What follows belongs to an exercise in optimizing a design on an open flow for small area, a short achievable clock period and few clock cycles; a production flow would make more cautious choices.
Function was checked by simulation only, so behaviour that the tests miss may differ from the original.
No activity file was given, so power comes from the tool's default toggle rates.

### flow/flow/run.sh
#!/bin/bash
set -euo pipefail
M=${MARGIN:-5.4}
sed -e "s/SETUP_SLACK_MARGIN=[0-9.]*/SETUP_SLACK_MARGIN=$M/" standard.sh > standard_margin.sh
grep -q "SETUP_SLACK_MARGIN=$M" standard_margin.sh
bash standard_margin.sh > standard.log 2>&1
### flow/standard.sh
#!/bin/bash
# synth_recipe.tcl (not shown) runs the flow's synth.tcl, then flattens the netlist and writes it again
# the make line also repeats each setting of config.mk as NAME=value (left out here)
make -C /OpenROAD-flow-scripts/flow DESIGN_CONFIG=/design/flow/config.mk WORK_HOME=/design/flow/orfs CLKGATE_MAP_FILE= SYNTH_SCRIPT=/design/flow/synth_recipe.tcl "${@:-finish}"
### flow/config.mk
export PLATFORM = sky130hd
export DESIGN_NAME = mips
export DESIGN_NICKNAME = mips
export VERILOG_FILES = /design/flow/design.v
export SDC_FILE = /design/flow/constraint.sdc
export NUM_CORES = 4
export LEC_CHECK = 0
export CAP_MARGIN = 20
export CORE_MARGIN = 2
export CORE_UTILIZATION = 45
export CTS_CLUSTER_DIAMETER = 80
export CTS_CLUSTER_SIZE = 30
export PLACE_DENSITY = 0.6
export SETUP_SLACK_MARGIN = 5
export SLEW_MARGIN = 20
### flow/constraint.sdc
create_clock -name core_clock -period 9.0 [get_ports {clk}]
set_input_delay 1.8000 -clock core_clock [delete_from_list [all_inputs] [get_ports {clk}]]
set_output_delay 1.8000 -clock core_clock [all_outputs]
set_load 0.01 [all_outputs]
### flow/design.v
module mips(
    input         clk,
    input         reset,
    output [31:0] i_addr,
    input  [31:0] i_data,
    output [31:0] d_addr,
    output [31:0] d_wdata,
    output        d_we,
    input  [31:0] d_rdata,
    output        rf_we,
    output [4:0]  rf_waddr,
    output [31:0] rf_wdata,
    output [31:0] rf_wpc
);
    localparam [19:0] PC_HI = 20'h00003;
    reg  [9:0]  pc_f;
    wire        stall;
    wire        redirect;      
    wire [9:0]  target;        
    wire [9:0]  pc_f1 = pc_f + 10'd1;
    wire [9:0]  pc_f2 = pc_f + 10'd2;
    always @(posedge clk) begin
        if (reset)          pc_f <= 10'h000;
        else if (!stall)    pc_f <= redirect ? target : pc_f1;
    end
    assign i_addr = {PC_HI, pc_f, 2'b00};
    wire [5:0]  op = i_data[31:26], fn = i_data[5:0];
    wire [4:0]  rs = i_data[25:21], rt = i_data[20:16], rd = i_data[15:11];
    wire [15:0] imm = i_data[15:0];
    wire sp      = (op == 6'h00);
    wire i_addu  = sp && fn == 6'h21;
    wire i_subu  = sp && fn == 6'h23;
    wire i_rotrv = sp && fn == 6'h06;
    wire i_jr    = sp && fn == 6'h08;
    wire i_clz   = (op == 6'h1c) && fn == 6'h20;
    wire i_ori   = (op == 6'h0d);
    wire i_lui   = (op == 6'h0f);
    wire i_lw    = (op == 6'h23);
    wire i_lb    = (op == 6'h20);
    wire i_sw    = (op == 6'h2b);
    wire i_beq   = (op == 6'h04);
    wire i_blez  = (op == 6'h06);
    wire i_bltzal= (op == 6'h01);
    wire i_j     = (op == 6'h02);
    wire i_jal   = (op == 6'h03);
    wire i_load  = i_lw | i_lb;
    wire i_link  = i_jal | i_bltzal;
    wire i_rtype = i_addu | i_subu | i_rotrv | i_clz;
    wire i_cbr   = i_beq | i_blez | i_bltzal;
    wire use_rs  = i_rtype | i_ori | i_load | i_sw | i_cbr | i_jr;    
    wire use_rt  = i_addu | i_subu | i_rotrv | i_beq;                 
    wire use_imm = i_ori | i_lui | i_load | i_sw | i_link;            
    wire [4:0] dst_f = i_rtype ? rd : (i_ori | i_lui | i_load) ? rt : i_link ? 5'd31 : 5'd0;
    reg  [4:0]  dst_e, dst_m, dst_w;    
    reg         load_e, load_m;
    reg  [31:0] res_m;
    wire [31:0] res_e;                  
    wire [31:0] wr_m;                   
    reg  [31:0] rf [1:31];
    wire [31:0] wd = wr_m & {32{~reset}};
    genvar g;
    generate for (g = 1; g < 32; g = g + 1) begin : rfw
        always @(posedge clk)
            if (reset || dst_m == g) rf[g] <= wd;
    end endgenerate
    wire [31:0] rf_a = (rs == 5'd0) ? 32'd0 : rf[rs];
    wire [31:0] rf_b = (rt == 5'd0) ? 32'd0 : rf[rt];
    wire ma_e = dst_e != 5'd0 && rs == dst_e;
    wire mb_e = dst_e != 5'd0 && rt == dst_e;
    wire ma_m = dst_m != 5'd0 && rs == dst_m;
    wire mb_m = dst_m != 5'd0 && rt == dst_m;
    wire [31:0] va_m = ma_m ? wr_m : rf_a;
    wire [31:0] vb_m = mb_m ? wr_m : rf_b;
    wire [31:0] va = ma_e ? res_e : va_m;
    wire [31:0] vb = mb_e ? res_e : vb_m;
    assign stall = load_e && ((use_rs && ma_e) || (use_rt && mb_e));
    wire [31:0] immx = i_link ? {PC_HI, pc_f2, 2'b00} :
                       i_lui  ? {imm, 16'd0} :
                       {{16{(i_load | i_sw) & imm[15]}}, imm};
    reg  [31:0] a_e, b_e, sd_e;
    reg  [9:0]  pc_e, tgt_e;
    reg         arith_e, sub_e, rot_e, clz_e, zra_e;
    reg         lb_e, sw_e, sdl_e;
    reg         jmp_e, jr_e, beq_e, blez_e, bltz_e;
    always @(posedge clk) begin
        if (reset || stall) begin
            dst_e <= 5'd0; load_e <= 1'b0; lb_e <= 1'b0; sw_e <= 1'b0;
            jmp_e <= 1'b0; jr_e <= 1'b0; beq_e <= 1'b0; blez_e <= 1'b0; bltz_e <= 1'b0;
        end else begin
            dst_e <= dst_f; load_e <= i_load; lb_e <= i_lb; sw_e <= i_sw;
            jmp_e <= i_j | i_jal; jr_e <= i_jr; beq_e <= i_beq; blez_e <= i_blez; bltz_e <= i_bltzal;
        end
        a_e     <= va;
        b_e     <= i_blez ? 32'd0 : use_imm ? immx : vb;
        sd_e    <= vb;
        sdl_e   <= i_sw && mb_e && load_e;
        pc_e    <= pc_f;
        tgt_e   <= (i_j | i_jal) ? i_data[9:0] : pc_f1 + imm[9:0];
        arith_e <= i_addu | i_subu | i_load | i_sw;
        sub_e   <= i_subu;
        rot_e   <= i_rotrv;
        clz_e   <= i_clz;
        zra_e   <= i_lui | i_link;
    end
    wire [31:0] A = a_e;
    wire [31:0] B = b_e;
    wire eq_e = (A == B);
    assign redirect = jmp_e | jr_e | (beq_e & eq_e) | (blez_e & (A[31] | eq_e)) | (bltz_e & A[31]);
    assign target   = jr_e ? A[11:2] : tgt_e;
    wire [31:0] sum = A + (sub_e ? ~B : B) + {31'd0, sub_e};
    wire [31:0] orr = (zra_e ? 32'd0 : A) | B;
    wire [31:0] rot = (B >> A[4:0]) | (B << (6'd32 - {1'b0, A[4:0]}));
    reg  [5:0]  cnt;
    integer i;
    always @(*) begin
        cnt = 6'd32;
        for (i = 0; i < 32; i = i + 1)
            if (A[i]) cnt = 6'd31 - i[5:0];
    end
    wire [31:0] oth = rot_e ? rot : clz_e ? {26'd0, cnt} : orr;
    assign res_e = arith_e ? sum : oth;
    reg  [31:0] sd_m;
    reg  [9:0]  pc_m;
    reg         lb_m, sw_m;
    reg  [7:0]  byte_m;
    always @(*) begin
        case (res_m[1:0])
            2'd0: byte_m = d_rdata[7:0];
            2'd1: byte_m = d_rdata[15:8];
            2'd2: byte_m = d_rdata[23:16];
            default: byte_m = d_rdata[31:24];
        endcase
    end
    wire [31:0] ld_m = lb_m ? {{24{byte_m[7]}}, byte_m} : d_rdata;
    assign wr_m = load_m ? ld_m : res_m;
    always @(posedge clk) begin
        if (reset) begin
            dst_m <= 5'd0; load_m <= 1'b0; lb_m <= 1'b0; sw_m <= 1'b0;
        end else begin
            dst_m <= dst_e; load_m <= load_e; lb_m <= lb_e; sw_m <= sw_e;
        end
        res_m <= res_e;
        sd_m  <= sdl_e ? ld_m : sd_e;
        pc_m  <= pc_e;
    end
    assign d_addr  = res_m;
    assign d_wdata = sd_m;
    assign d_we    = sw_m;
    reg        we_w;
    reg [31:0] res_w;
    reg [9:0]  pc_w;
    always @(posedge clk) begin
        if (reset) we_w <= 1'b0;
        else       we_w <= (dst_m != 5'd0);
        dst_w <= dst_m;
        res_w <= wr_m;
        pc_w  <= pc_m;
    end
    assign rf_we    = we_w;
    assign rf_waddr = dst_w;
    assign rf_wdata = res_w;
    assign rf_wpc   = {PC_HI, pc_w, 2'b00};
endmodule
==> metrics.cfg, run 1 <==
[global_routing]
global_route.usage.met1=0.549
grt_pass1_vias=50800
grt_pass1_wl_um=432000
grt_max_degree=58
grt.met2_usage=0.651
globalRoute.totalOverflow=0
global_route.usage.total=0.462
grt-busiest-layer=met2
antenna_found_initial=11
global_route.usage.met3=0.211

[placement]
dpl_worst_slack_ns=2.27
detailedPlacementHpwl_um=189000
gpl_wtd_cong=1.01
place_inst=6734
port-buffer-count=188

[synthesis]
synth_edf_count=992
yosys_register_bits=1267
summed_instance_area_of_the_synthesized_netlist_mm2=0.0599
syn_area_per_cell_um2=12.0
synth_ff_type=sky130_fd_sc_hd__edfxtp_1
synth.area.top_cells=sky130_fd_sc_hd__edfxtp_1 50%, sky130_fd_sc_hd__a22oi_1 9.6%, sky130_fd_sc_hd__dfxtp_1 9.2%
synth.distinct_cells=107
fraction_of_the_yosys_area_taken_by_sequential_cells=0.589
postSynthCellCount=5006
yosys.area.top_type_share=0.497
postSynth.asyncResetShare=0
synth.largest_area_cell=sky130_fd_sc_hd__edfxtp_1
yosys_warnings=34

[floorplan]
design.core.area_mm2=0.132
floorplan.die.height_um=369
floorplan.initialDensity=0.455
dieWidth_um=369
die_area_mm2=0.136
io_pins=233
core.rowCount=133

[pwr]
power_internal_uw=10900
share_comb_of_total_power=0.308
p_sw_frac=0.367
powerDensity_mw_per_mm2=235
worst_ir_drop_vdd_mv=0.186
seq_power_share=0.482
power_frac_clock=0.210
leakagePower_uw=0.0264
total_switching_power_uw=6340

[worst_setup_path]
worst-r2r-cell-count=6
worstSetupPathDepth=15
end_kind=flip-flop
critical-path-max-stage-delay_ns=0.46
path_buf_inv=7
path_delay_family=compound AO/OA/AOI/OAI gates
crit_fanout=16
worstPathCellList=buf_12, nand3b_1, buf_4, nor2_4, buf_6, buf_8, buf_12, buf_16, buf_4, a22oi_1, nand2_1, nor3_1, a211o_1, a2bb2oi_2, a21bo_2
startpoint_type=input port
critical_path_required_ns=9.73
crit_slowest_cell=sky130_fd_sc_hd__a211o_1
arrival_ns=4.61
worst-setup-path-type=input port to flip-flop

[min_path]
holdCritPathClass=flip-flop to flip-flop
whs_path_depth=0

[sta]
timing.final.crit_period_ns=3.89
fin_worst_skew_ns=0.0548
slew_violations=0
slew_headroom=0.201
timing.final.setup_violations=0
fmaxAchievable_ghz=0.257
tightest_slew_ns=1.20
timing.setup.tns_ns=0
worst_slack_ns=5.11
grt_setup_unrepaired=yes
fin_crit_sh=0.432
final.hold.worst_slack_ns=0.335
hold_violations=0

[routing]
detail_route.wl_per_cell_um=45.9
dr.pass1.iters=17
drt-vias-per-instance=7.78
drt-total-wl_um=331000
drc=0
route.vias.total=56100
ant_nets=0
detailedRoute.firstIterationViolations=13800

[final_layout]
layout-drive-gt1-share=0.233
layout_commonest_cell=sky130_fd_sc_hd__edfxtp_1
area_growth_from_synthesis_to_layout_pct=22.7
most-common-layout-cells=992 x sky130_fd_sc_hd__edfxtp_1, 750 x sky130_fd_sc_hd__a22oi_1, 336 x sky130_fd_sc_hd__buf_4
post_layout_nonfiller_instances=7216
nNetsFinal=5510

[clock_tree]
worst_skew_pair.late_latency_ns=0.79
clkTransAtPathRegs_ns=0.11
clock_buffer_count_from_cts=61
cts_buffer_depth=3
cts.root.buffer_cell=sky130_fd_sc_hd__clkbuf_16
h-tree-depth=2
cts_tree=yes
number_of_sinks_on_the_clock_net=1267

[run_status]
status=no timing/DRC/antenna violations

[flow_run]
cap_violations=0

## kinds of logic (layout without fill, tap and decap cells)
group	Yosys count	after routing	share of synthesized area
AO/OA/AOI/OAI	1706	1707	0.204
XOR/XNOR	123	123	0.0180
adder cells (fa/ha/maj)	48	48	0.0103
buffers and inverters	515	885	0.0385
flip-flops	1267	1267	0.589
multiplexers	196	196	0.0454
other	2	61	0.000125
AND/OR/NAND/NOR	1149	1174	0.0945
## layout make-up
class / count / area, um^2
Clock inverter: 43 / 573
Tap cell: 1755 / 2200
Fill cell: 10900 / 58300
Timing Repair inverter: 1 / 5.00
Multi-Input combinational cell: 3292 / 25700
Inverter: 61 / 244
Sequential cell: 1267 / 35400
Clock buffer: 68 / 1630
Timing Repair Buffer: 712 / 7720
Antenna cell: 17 / 42.5
## metrics by stage
stage | power (uW) | util | area [um^2]
global route | 17600 | 0.557 | 73500
finish | 17300 | 0.558 | 73500
CTS | 16600 | 0.539 | 71100
global placement | 12700 | 0.490 | 64600
floorplan | 10500 | - | 60900
detailed placement | 12700 | 0.490 | 64600
## timing repair
item,in CTS,in global routing
setup endpoints to repair,1341,795
gates cloned,32,14
pin swaps,109,123
resized for setup,536,268
buffers inserted,207,101
hold buffers,0,0
## registers in the layout (all words and copies together), names as in the netlist, 32 cells and up
register	count
sd_m	32
res_m	32
sd_e	32
res_w	32
b_e	32
a_e	32
rf	992
## power by group through the flow
stage | Clock, uW | Combinational [uW] | Sequential [uW]
3_5_place_dp | 0 | 4310 | 8390
4_1_cts | 3590 | 4810 | 8240
5_1_grt | 3800 | 5400 | 8350
6_report | 3620 | 5330 | 8330
2_1_floorplan | 0 | 2470 | 8020
3_3_place_gp | 0 | 4320 | 8420
## synth_stat cells, types with 9 or more instances
library cell and n:
sky130_fd_sc_hd__or2_2 10, sky130_fd_sc_hd__o22ai_1 15, sky130_fd_sc_hd__edfxtp_1 992, sky130_fd_sc_hd__mux2_2 46, sky130_fd_sc_hd__a2bb2oi_1 18, sky130_fd_sc_hd__or3_1 27, sky130_fd_sc_hd__a2111oi_0 17, sky130_fd_sc_hd__o21a_1 16
sky130_fd_sc_hd__buf_1 65, sky130_fd_sc_hd__mux2i_1 93, sky130_fd_sc_hd__ha_1 46, sky130_fd_sc_hd__a21oi_1 314, sky130_fd_sc_hd__a222oi_1 47, sky130_fd_sc_hd__xor2_1 84, sky130_fd_sc_hd__a22o_1 55, sky130_fd_sc_hd__and2_1 17
sky130_fd_sc_hd__nor3_1 68, sky130_fd_sc_hd__nand3_1 87, sky130_fd_sc_hd__dfxtp_1 275, sky130_fd_sc_hd__nand3b_1 9, sky130_fd_sc_hd__o21ai_1 13, sky130_fd_sc_hd__nand4_1 119, sky130_fd_sc_hd__inv_1 57, sky130_fd_sc_hd__a22oi_1 770
sky130_fd_sc_hd__buf_6 10, sky130_fd_sc_hd__nor4_1 62, sky130_fd_sc_hd__mux4_2 56, sky130_fd_sc_hd__and3_1 18, sky130_fd_sc_hd__a211oi_1 44, sky130_fd_sc_hd__a221oi_1 59, sky130_fd_sc_hd__nor2_1 324, sky130_fd_sc_hd__nor2b_1 60
sky130_fd_sc_hd__nand2_1 265, sky130_fd_sc_hd__buf_4 47, sky130_fd_sc_hd__xnor2_1 39, sky130_fd_sc_hd__buf_2 78, sky130_fd_sc_hd__nand2b_1 26, sky130_fd_sc_hd__a21o_1 29, sky130_fd_sc_hd__clkbuf_1 251, sky130_fd_sc_hd__and4_1 16
sky130_fd_sc_hd__o31ai_1 11, sky130_fd_sc_hd__o21ai_0 131, sky130_fd_sc_hd__o21bai_1 28, sky130_fd_sc_hd__o2bb2ai_1 9
## per-layer routing
layer / vias to the layer above / share of wire
li1: 20600 / -
met1: 27000 / 0.32
met2: 6403 / 0.40
met3: 2101 / 0.17
met4: 18 / 0.11
met5: - / 0.0016
## path summary, 6_finish.rpt
kind                    from            endpoint  slack, ns
min reg2reg  pc_m[3]$_DFF_P_     pc_w[3]$_DFF_P_       0.33
min          pc_m[3]$_DFF_P_     pc_w[3]$_DFF_P_       0.33
max               i_data[19]  b_e[23]$_SDFF_PP0_       5.11
max reg2reg  lb_m$_SDFF_PP0_  rf[1][3]$_DFFE_PP_       5.32
Testbench counts, summed over its fixed seeds: cycles 159,802.
==> run 2: changes to the inputs <==
==> flow/run.sh (new file) <==
#!/bin/bash
# synth_recipe.tcl (not shown) runs the flow's synth.tcl, then flattens the netlist and writes it again
# the make line also repeats each setting of config.mk as NAME=value (left out here)
make -C /OpenROAD-flow-scripts/flow DESIGN_CONFIG=/design/flow/config.mk WORK_HOME=/design/flow/orfs CLKGATE_MAP_FILE= SYNTH_SCRIPT=/design/flow/synth_recipe.tcl finish
--- a/flow/config.mk
+++ b/flow/config.mk
@@ -8,8 +8,8 @@
 export CAP_MARGIN = 20
 export CORE_MARGIN = 2
-export CORE_UTILIZATION = 45
+export CORE_UTILIZATION = 35
 export CTS_CLUSTER_DIAMETER = 80
 export CTS_CLUSTER_SIZE = 30
-export PLACE_DENSITY = 0.6
+export PLACE_DENSITY = 0.5
 export SETUP_SLACK_MARGIN = 5
 export SLEW_MARGIN = 20
removed: flow/flow/run.sh
removed: flow/standard.sh
==> run 2 against run 1 <==
  * Still clean on timing, DRC and antenna
  * Sequential power up 0.6%
  * Routed wire length up 1.6%
  * Cell count up 3.9%
==> metrics.cfg, run 2 <==
[run_status]
status=no timing/DRC/antenna violations  ; unchanged

[global_routing]
grt_pass1_wl_um=441000  ; was 432000 um
globalRoute.totalOverflow=0  ; unchanged
grt_max_degree=58  ; unchanged
global_route.usage.total=0.370  ; was 0.462
antenna_found_initial=20  ; was 11
grt_pass1_vias=49600  ; was 50800

[synthesis]
yosys.area.top_type_share=0.497  ; unchanged
yosysMostFrequentCell=sky130_fd_sc_hd__edfxtp_1  ; unchanged
postSynth.asyncResetShare=0  ; unchanged
syn_area_per_cell_um2=12.0  ; unchanged
summed_instance_area_of_the_synthesized_netlist_mm2=0.0599  ; unchanged
yosys_register_bits=1267  ; unchanged
yosys_warnings=34  ; unchanged
synth_ff_type=sky130_fd_sc_hd__edfxtp_1  ; unchanged
synth_edf_count=992  ; unchanged
synth.largest_area_cell=sky130_fd_sc_hd__edfxtp_1  ; unchanged
postSynthCellCount=5006  ; unchanged
synth.area.top_cells=sky130_fd_sc_hd__edfxtp_1 50%, sky130_fd_sc_hd__a22oi_1 9.6%, sky130_fd_sc_hd__dfxtp_1 9.2%  ; unchanged
fraction_of_the_yosys_area_taken_by_sequential_cells=0.589  ; unchanged
synth.distinct_cells=107  ; unchanged
synth_common_cells=992 x sky130_fd_sc_hd__edfxtp_1, 770 x sky130_fd_sc_hd__a22oi_1, 324 x sky130_fd_sc_hd__nor2_1  ; unchanged

[floorplan]
floorplan.initialDensity=0.353  ; was 0.455
dieWidth_um=418  ; was 369 um
floorplan.die.height_um=418  ; was 369 um
design.core.area_mm2=0.170  ; was 0.132 mm^2
core.rowCount=151  ; was 133
io_pins=233  ; unchanged
die_area_mm2=0.175  ; was 0.136 mm^2

[pwr]
powerDensity_mw_per_mm2=246  ; was 235 mW/mm^2
leakagePower_uw=0.0250  ; was 0.0264 uW
worst_ir_drop_vdd_mv=0.135  ; was 0.186 mV

[routing]
detailedRoute.firstIterationViolations=12000  ; was 13800
dr.pass1.iters=11  ; was 17
drt-total-wl_um=336000  ; was 331000 um
route.vias.total=53500  ; was 56100
drc=0  ; unchanged
ant_nets=0  ; unchanged
drt-vias-per-instance=7.13  ; was 7.78
detail_route.wl_per_cell_um=44.8  ; was 45.9 um

[clock_tree]
clock_buffer_count_from_cts=71  ; was 61
cts_buffer_depth=3  ; unchanged
cts_tree=yes  ; unchanged
worst_skew_pair.late_latency_ns=0.78  ; was 0.79 ns
cts.root.buffer_cell=sky130_fd_sc_hd__clkbuf_16  ; unchanged
number_of_sinks_on_the_clock_net=1267  ; unchanged
clkTransAtPathRegs_ns=0.09  ; was 0.11 ns
h-tree-depth=3  ; was 2

[worst_setup_path]
critical_path_required_ns=9.62  ; was 9.73 ns
cpMostUsedCell=sky130_fd_sc_hd__a21oi_1
crit_fanout=21  ; was 16
startpoint_type=input port  ; unchanged
worst-setup-path-type=input port to flip-flop  ; unchanged
worstPathCellList=buf_4, or3_4, nor2_4, buf_6, a22oi_1, nand3_1, nor3_1, a21oi_1, a211oi_1, a21oi_1  ; was buf_12, nand3b_1, buf_4, nor2_4, buf_6, buf_8, buf_12, buf_16, buf_4, a22oi_1, nand2_1, nor3_1, a211o_1, a2bb2oi_2, a21bo_2
critical-path-max-stage-delay_ns=0.59  ; was 0.46 ns
crit_slowest_cell=sky130_fd_sc_hd__nor2_4  ; was sky130_fd_sc_hd__a211o_1
arrival_ns=4.79  ; was 4.61 ns
end_kind=flip-flop  ; unchanged

[sta]
final.hold.worst_slack_ns=0.334  ; was 0.335 ns
slew_headroom=0.153  ; was 0.201
timing.final.setup_violations=0  ; unchanged
tightest_slew_ns=1.26  ; was 1.20 ns
grt_setup_unrepaired=yes  ; unchanged
slew_violations=0  ; unchanged
timing.final.crit_period_ns=4.17  ; was 3.89 ns
fin_worst_skew_ns=0.102  ; was 0.0548 ns
timing.setup.tns_ns=0  ; unchanged
hold_violations=0  ; unchanged
fmaxAchievable_ghz=0.240  ; was 0.257 GHz
fin_crit_sh=0.463  ; was 0.432
worst_slack_ns=4.83  ; was 5.11 ns

[final_layout]
finalInstanceArea_mm2=0.0704  ; was 0.0735 mm^2
layout-drive-gt1-share=0.170  ; was 0.233
largest_register_ffs=992  ; unchanged
layout_commonest_cell=sky130_fd_sc_hd__edfxtp_1  ; unchanged
area_growth_from_synthesis_to_layout_pct=17.4  ; was 22.7%
top_register=rf  ; unchanged
most-common-layout-cells=992 x sky130_fd_sc_hd__edfxtp_1, 768 x sky130_fd_sc_hd__a22oi_1, 300 x sky130_fd_sc_hd__a21oi_1  ; was 992 x sky130_fd_sc_hd__edfxtp_1, 750 x sky130_fd_sc_hd__a22oi_1, 336 x sky130_fd_sc_hd__buf_4
nNetsFinal=5328  ; was 5510
post_layout_nonfiller_instances=7497  ; was 7216

[placement]
place_inst=7218  ; was 6734
dpl_worst_slack_ns=2.30  ; was 2.27 ns
port-buffer-count=188  ; unchanged
detailedPlacementHpwl_um=205000  ; was 189000 um
postPlaceCellArea_mm2=0.0651  ; was 0.0646 mm^2
gpl_wtd_cong=0.979  ; was 1.01

[flow_run]
cap_violations=0  ; unchanged

[min_path]
holdCritPathClass=flip-flop to flip-flop  ; unchanged

## run 2: changes by cell type in the layout (fill, tap and decap cells not counted), moves of 23 or more
cell,delta
sky130_fd_sc_hd__buf_12,-54
sky130_fd_sc_hd__buf_4,-73
sky130_fd_sc_hd__a21oi_1,+36
sky130_fd_sc_hd__a21oi_2,-23
sky130_fd_sc_hd__buf_6,-25
## run 2: area by class of cell
type | count | area [um^2]
repair inverters | 1 | 5.00
clock inverters | 55 | 811
clock buffers | 74 | 1790
diodes | 9 | 22.5
inverters | 61 | 241
flip-flops and latches | 1267 | 35300
multi-input cells | 3278 | 24200
fillers | 15900 | 99300
well taps | 2218 | 2780
repair buffers | 534 | 5200
## run 2: cells by family after synthesis
family / Yosys count / share of synthesized area
compound gates: 1706 / 0.204
flops: 1267 / 0.589
simple gates: 1149 / 0.0945
buf+inv: 515 / 0.0385
mux: 196 / 0.0454
xor+xnor: 123 / 0.0180
fa+ha+maj: 48 / 0.0103
other cells: 2 / 0.000125
## run 2: timing repair
| item | CTS | global route |
|---|---|---|
| setup endpoints to repair | 860 | 403 |
| resized for setup | 284 | 68 |
| hold buffers | 0 | 0 |
| buffers inserted | 100 | 24 |
| cloned | 8 | 9 |
| pin swaps | 49 | 16 |
## run 2: worst paths after layout
check                        from         endpoint  slack [ns]  depth (start not counted)
hold / removal    pc_m[0]$_DFF_P_  pc_w[0]$_DFF_P_        0.33                          0
hold reg to reg   pc_m[0]$_DFF_P_  pc_w[0]$_DFF_P_        0.33                          0
setup reg to reg   a_e[3]$_DFF_P_  a_e[19]$_DFF_P_        4.93                         11
setup / recovery       i_data[21]  a_e[13]$_DFF_P_        4.83                         10
## run 2: report_power, final
part	switching [uW]	total, uW	leakage [uW]	internal [uW]
Sequential	879	8380	0.0124	7500
Combinational	3160	4860	0.0114	1700
Clock	2330	4060	0.00125	1730
Total	6370	17300	0.0250	10900
## run 2: stage by stage
stage	util	total power, uW
finish	0.415	17300
floorplan	-	10400
global route	0.415	17600
CTS	0.411	17000
detailed placement	0.384	12800
global placement	0.384	12900
## run 2: layer usage
metal  part of all wire  global-route usage
met2               0.42               0.542
met3               0.14               0.132
met4              0.092               0.268
met5             0.0011             0.00889
met1               0.35               0.450
## run 2: critical path, delay by kind of cell
kind                   cells  cell delay, ns
AO/OA/AOI/OAI              4            1.01
buffers and inverters      2            0.69
AND/OR/NAND/NOR            4            1.24
==> run 3: changes to the inputs <==
==> flow/flow/run.sh (new file) <==
#!/bin/bash
set -euo pipefail
M=${MARGIN:-5.6}
sed -e "s/SETUP_SLACK_MARGIN=[0-9.]*/SETUP_SLACK_MARGIN=$M 'BUFFER_PORTS_ARGS=-buffer_cell sky130_fd_sc_hd__buf_2'/" standard.sh > standard_custom.sh
grep -q "SETUP_SLACK_MARGIN=$M 'BUFFER_PORTS_ARGS" standard_custom.sh
bash standard_custom.sh > standard.log 2>&1
==> flow/standard.sh (new file) <==
#!/bin/bash
# synth_recipe.tcl (not shown) runs the flow's synth.tcl, then flattens the netlist and writes it again
# the make line also repeats each setting of config.mk as NAME=value (left out here)
make -C /OpenROAD-flow-scripts/flow DESIGN_CONFIG=/design/flow/config.mk WORK_HOME=/design/flow/orfs CLKGATE_MAP_FILE= SYNTH_SCRIPT=/design/flow/synth_recipe.tcl "${@:-finish}"
--- a/flow/config.mk
+++ b/flow/config.mk
@@ -8,8 +8,8 @@
 export CAP_MARGIN = 20
 export CORE_MARGIN = 2
-export CORE_UTILIZATION = 35
+export CORE_UTILIZATION = 40
 export CTS_CLUSTER_DIAMETER = 80
 export CTS_CLUSTER_SIZE = 30
-export PLACE_DENSITY = 0.5
+export PLACE_DENSITY = 0.55
 export SETUP_SLACK_MARGIN = 5
 export SLEW_MARGIN = 20
removed: flow/run.sh
==> run 3 against run 2 <==
  * Still clean on timing, DRC and antenna
  * Highest routed layer unchanged
  * Worst hold slack worse by 0.0041 ns
  * Sequential power about the same
  * Sequential share of layout area shrank 4.5 points
  * Combinational power up 12%
  * Non-clock buffer count rose by 354
  * Power grew 2.3%
  * Critical endpoint is now a_e[20]$_DFF_P_
==> metrics.cfg, run 3 <==
[routing]
ant_nets=0  ; unchanged
detailedRoute.firstIterationViolations=14100  ; was 12000
dr.pass1.iters=13  ; was 11
route.vias.total=58300  ; was 53500
drc=0  ; unchanged
drt-vias-per-instance=7.68  ; was 7.13
drt-total-wl_um=354000  ; was 336000 um
detail_route.wl_per_cell_um=46.6  ; was 44.8 um

[clock_tree]
number_of_sinks_on_the_clock_net=1267  ; unchanged
cts.root.buffer_cell=sky130_fd_sc_hd__clkbuf_16  ; unchanged
clkTransAtPathRegs_ns=0.11  ; was 0.09 ns
cts_buffer_depth=3  ; unchanged
holdBufCountCts=0  ; unchanged
cts_tree=yes  ; unchanged
h-tree-depth=3  ; unchanged
clock_buffer_count_from_cts=68  ; was 71
worst_skew_pair.late_latency_ns=0.77  ; was 0.78 ns

[global_routing]
antenna_found_initial=25  ; was 20
grt_max_degree=55  ; was 58
grt_pass1_wl_um=448000  ; was 441000 um
globalRoute.totalOverflow=0  ; unchanged
grt_pass1_vias=51700  ; was 49600
global_route.usage.total=0.429  ; was 0.370

[synthesis]
summed_instance_area_of_the_synthesized_netlist_mm2=0.0599  ; unchanged
synth_ff_type=sky130_fd_sc_hd__edfxtp_1  ; unchanged
synth_common_cells=992 x sky130_fd_sc_hd__edfxtp_1, 770 x sky130_fd_sc_hd__a22oi_1, 324 x sky130_fd_sc_hd__nor2_1  ; unchanged
yosys_warnings=34  ; unchanged
fraction_of_the_yosys_area_taken_by_sequential_cells=0.589  ; unchanged
synth.distinct_cells=107  ; unchanged
postSynth.asyncResetShare=0  ; unchanged
yosysMostFrequentCell=sky130_fd_sc_hd__edfxtp_1  ; unchanged
synth_edf_count=992  ; unchanged
syn_area_per_cell_um2=12.0  ; unchanged
yosys.area.top_type_share=0.497  ; unchanged
yosys_register_bits=1267  ; unchanged
synth.area.top_cells=sky130_fd_sc_hd__edfxtp_1 50%, sky130_fd_sc_hd__a22oi_1 9.6%, sky130_fd_sc_hd__dfxtp_1 9.2%  ; unchanged
postSynthCellCount=5006  ; unchanged
synth.largest_area_cell=sky130_fd_sc_hd__edfxtp_1  ; unchanged

[sta]
fmaxAchievable_ghz=0.258  ; was 0.240 GHz
timing.final.crit_period_ns=3.87  ; was 4.17 ns
hold_violations=0  ; unchanged
grt_setup_unrepaired=yes  ; unchanged
timing.final.setup_violations=0  ; unchanged
fin_crit_sh=0.430  ; was 0.463
slew_violations=0  ; unchanged
worst_slack_ns=5.13  ; was 4.83 ns
fin_worst_skew_ns=0.0797  ; was 0.102 ns
tightest_slew_ns=1.21  ; was 1.26 ns
slew_headroom=0.194  ; was 0.153
timing.setup.tns_ns=0  ; unchanged

[pwr]
leakagePower_uw=0.0282  ; was 0.0250 uW
total_power_uw=17700  ; was 17300 uW
worst_ir_drop_vdd_mv=0.146  ; was 0.135 mV
powerDensity_mw_per_mm2=229  ; was 246 mW/mm^2

[min_path]
holdCritPathClass=flip-flop to flip-flop  ; unchanged

[worst_setup_path]
arrival_ns=4.48  ; was 4.79 ns
crit_slowest_cell=sky130_fd_sc_hd__a2111oi_4  ; was sky130_fd_sc_hd__nor2_4
worstPathCellList=buf_16, or3b_4, nor2_4, buf_8, buf_12, buf_6, buf_6, buf_12, a22oi_2, nand2_1, a221oi_2, nand4b_1, a2111oi_4, a2bb2oi_1, o21ai_1  ; was buf_4, or3_4, nor2_4, buf_6, a22oi_1, nand3_1, nor3_1, a21oi_1, a211oi_1, a21oi_1
critical_path_required_ns=9.62  ; about the same
startpoint_type=input port  ; unchanged
crit_fanout=6  ; was 21
critical-path-max-stage-delay_ns=0.62  ; was 0.59 ns
worst-setup-path-type=input port to flip-flop  ; unchanged
end_kind=flip-flop  ; unchanged

[run_status]
status=no timing/DRC/antenna violations  ; unchanged

[final_layout]
layout-drive-gt1-share=0.317  ; was 0.170
postLayoutCoreUtil=0.518  ; was 0.415
largest_register_ffs=992  ; unchanged
nNetsFinal=5691  ; was 5328
multiInputGateArea_mm2=0.0270  ; was 0.0242 mm^2
area_growth_from_synthesis_to_layout_pct=29.1  ; was 17.4%
finalInstanceArea_mm2=0.0774  ; was 0.0704 mm^2
ff_latch_area_mm2=0.0353  ; about the same
layout.filler_cells=12600  ; was 15900
most-common-layout-cells=992 x sky130_fd_sc_hd__edfxtp_1, 692 x sky130_fd_sc_hd__a22oi_1, 388 x sky130_fd_sc_hd__buf_4  ; was 992 x sky130_fd_sc_hd__edfxtp_1, 768 x sky130_fd_sc_hd__a22oi_1, 300 x sky130_fd_sc_hd__a21oi_1
layout_commonest_cell=sky130_fd_sc_hd__edfxtp_1  ; unchanged
top_register=rf  ; unchanged

[placement]
port-buffer-count=188  ; unchanged
detailedPlacementHpwl_um=193000  ; was 205000 um
postPlaceCellArea_mm2=0.0644  ; was 0.0651 mm^2
gpl_wtd_cong=1.02  ; was 0.979
dpl_worst_slack_ns=3.10  ; was 2.30 ns

[floorplan]
io_pins=233  ; unchanged
dieWidth_um=391  ; was 418 um
floorplan.initialDensity=0.402  ; was 0.353
die_area_mm2=0.153  ; was 0.175 mm^2
design.core.area_mm2=0.149  ; was 0.170 mm^2
core.rowCount=142  ; was 151
floorplan.die.height_um=391  ; was 418 um

[flow_run]
cap_violations=0  ; unchanged

-- run 3: cells by family after synthesis --
| group | Yosys count | synth area share |
|---|---|---|
| and+or+nand+nor | 1149 | 0.0945 |
| AOI/OAI and AO/OA | 1706 | 0.204 |
| DFF | 1267 | 0.589 |
| muxes | 196 | 0.0454 |
| buffers and inverters | 515 | 0.0385 |
| xor gates and xnor gates | 123 | 0.0180 |
| other | 2 | 0.000125 |
| adders and majority gates | 48 | 0.0103 |
-- run 3: through the flow --
stage	hold WS, ns	instances
global placement	0.310	6904
finish	0.330	7591
floorplan	0.310	5048
detailed placement	0.312	6906
global route	0.342	7572
CTS	0.337	7372
-- run 3: power breakdown --
group / total [uW] / internal [uW] / leakage, uW / switching [uW]
Sequential: 8390 / 7500 / 0.0124 / 890
Clock: 3870 / 1620 / 0.00114 / 2250
Combinational: 5440 / 1970 / 0.0147 / 3460
-- run 3: layout make-up --
| class | count | area share |
|---|---|---|
| Inverter | 61 | 0.00327 |
| Antenna cell | 23 | 0.000744 |
| Timing Repair inverter | 1 | 0.0000647 |
| Sequential cell | 1267 | 0.457 |
| Multi-Input combinational cell | 3290 | 0.350 |
| Tap cell | 1944 | 0.0314 |
| Clock buffer | 76 | 0.0227 |
| Timing Repair Buffer | 888 | 0.127 |
| Clock inverter | 41 | 0.00801 |
-- run 3: worst paths after layout --
path / start / end / slack [ns] / cells after the start
worst min register to register: pc_e[8]$_DFF_P_ / pc_m[8]$_DFF_P_ / 0.33 / 0
worst max-delay path: i_data[23] / a_e[20]$_DFF_P_ / 5.13 / 15
worst min-delay path: pc_e[8]$_DFF_P_ / pc_m[8]$_DFF_P_ / 0.33 / 0
worst max register to register: sub_e$_DFF_P_ / b_e[16]$_SDFF_PP0_ / 5.42 / 13
-- run 3: what timing repair did --
action                                  4_1_cts  5_1_grt
cloned                                       39       32
resized for setup                           660      330
pin swaps                                   237      251
endpoints found under the setup margin      935      447
buffers inserted                            310      163
-- run 3: routing by layer --
metal	track usage	routed length (um)	up-vias
met5	0.0303	1250	-
met3	0.206	60900	2354
met1	0.501	113000	28000
li1	-	-	21000
met2	0.595	137000	6877
met4	0.339	40700	37
-- run 3: worst max-delay path: cells and delay by family --
family,cells,cell delay (ns)
and+or+nand+nor,4,0.60
buffers and inverters,6,0.78
AOI/OAI and AO/OA,5,1.27

==> re-timing with driven ports <==
The flow's constraints put no driver on any port. The routed layouts listed below were extracted and timed again, unchanged, in two steps.
Step 1 (the two cells are an assumption about what drives the block):
set clk [get_ports {clk}]
set_driving_cell -lib_cell sky130_fd_sc_hd__clkbuf_16 $clk
set_driving_cell -lib_cell sky130_fd_sc_hd__buf_2 [delete_from_list [all_inputs] $clk]
Step 2 moves the port delays by t, midway between the first and last clock arrival at a register: inputs arrive t later, outputs are due t later. That takes back most of the time a late clock gives input paths.
Three values: no drivers, after step 1, after step 2; two values: the first two.
run | t, ns | setup WS [ns] | worst data-port slew with drivers (ns)
run 1 | 0.833 | 5.114 / 5.137 / 4.304 | 0.09
run 2 | 0.812 | 4.832 / 4.893 / 4.081 | 0.13
run 3 | 0.805 | 5.131 / 5.052 / 4.246 | 0.25
After both steps every run listed still meets setup and hold. For run 3, which loses most, drivers alone change the setup slack by -0.079 ns; drivers and shift together by -0.885 ns.
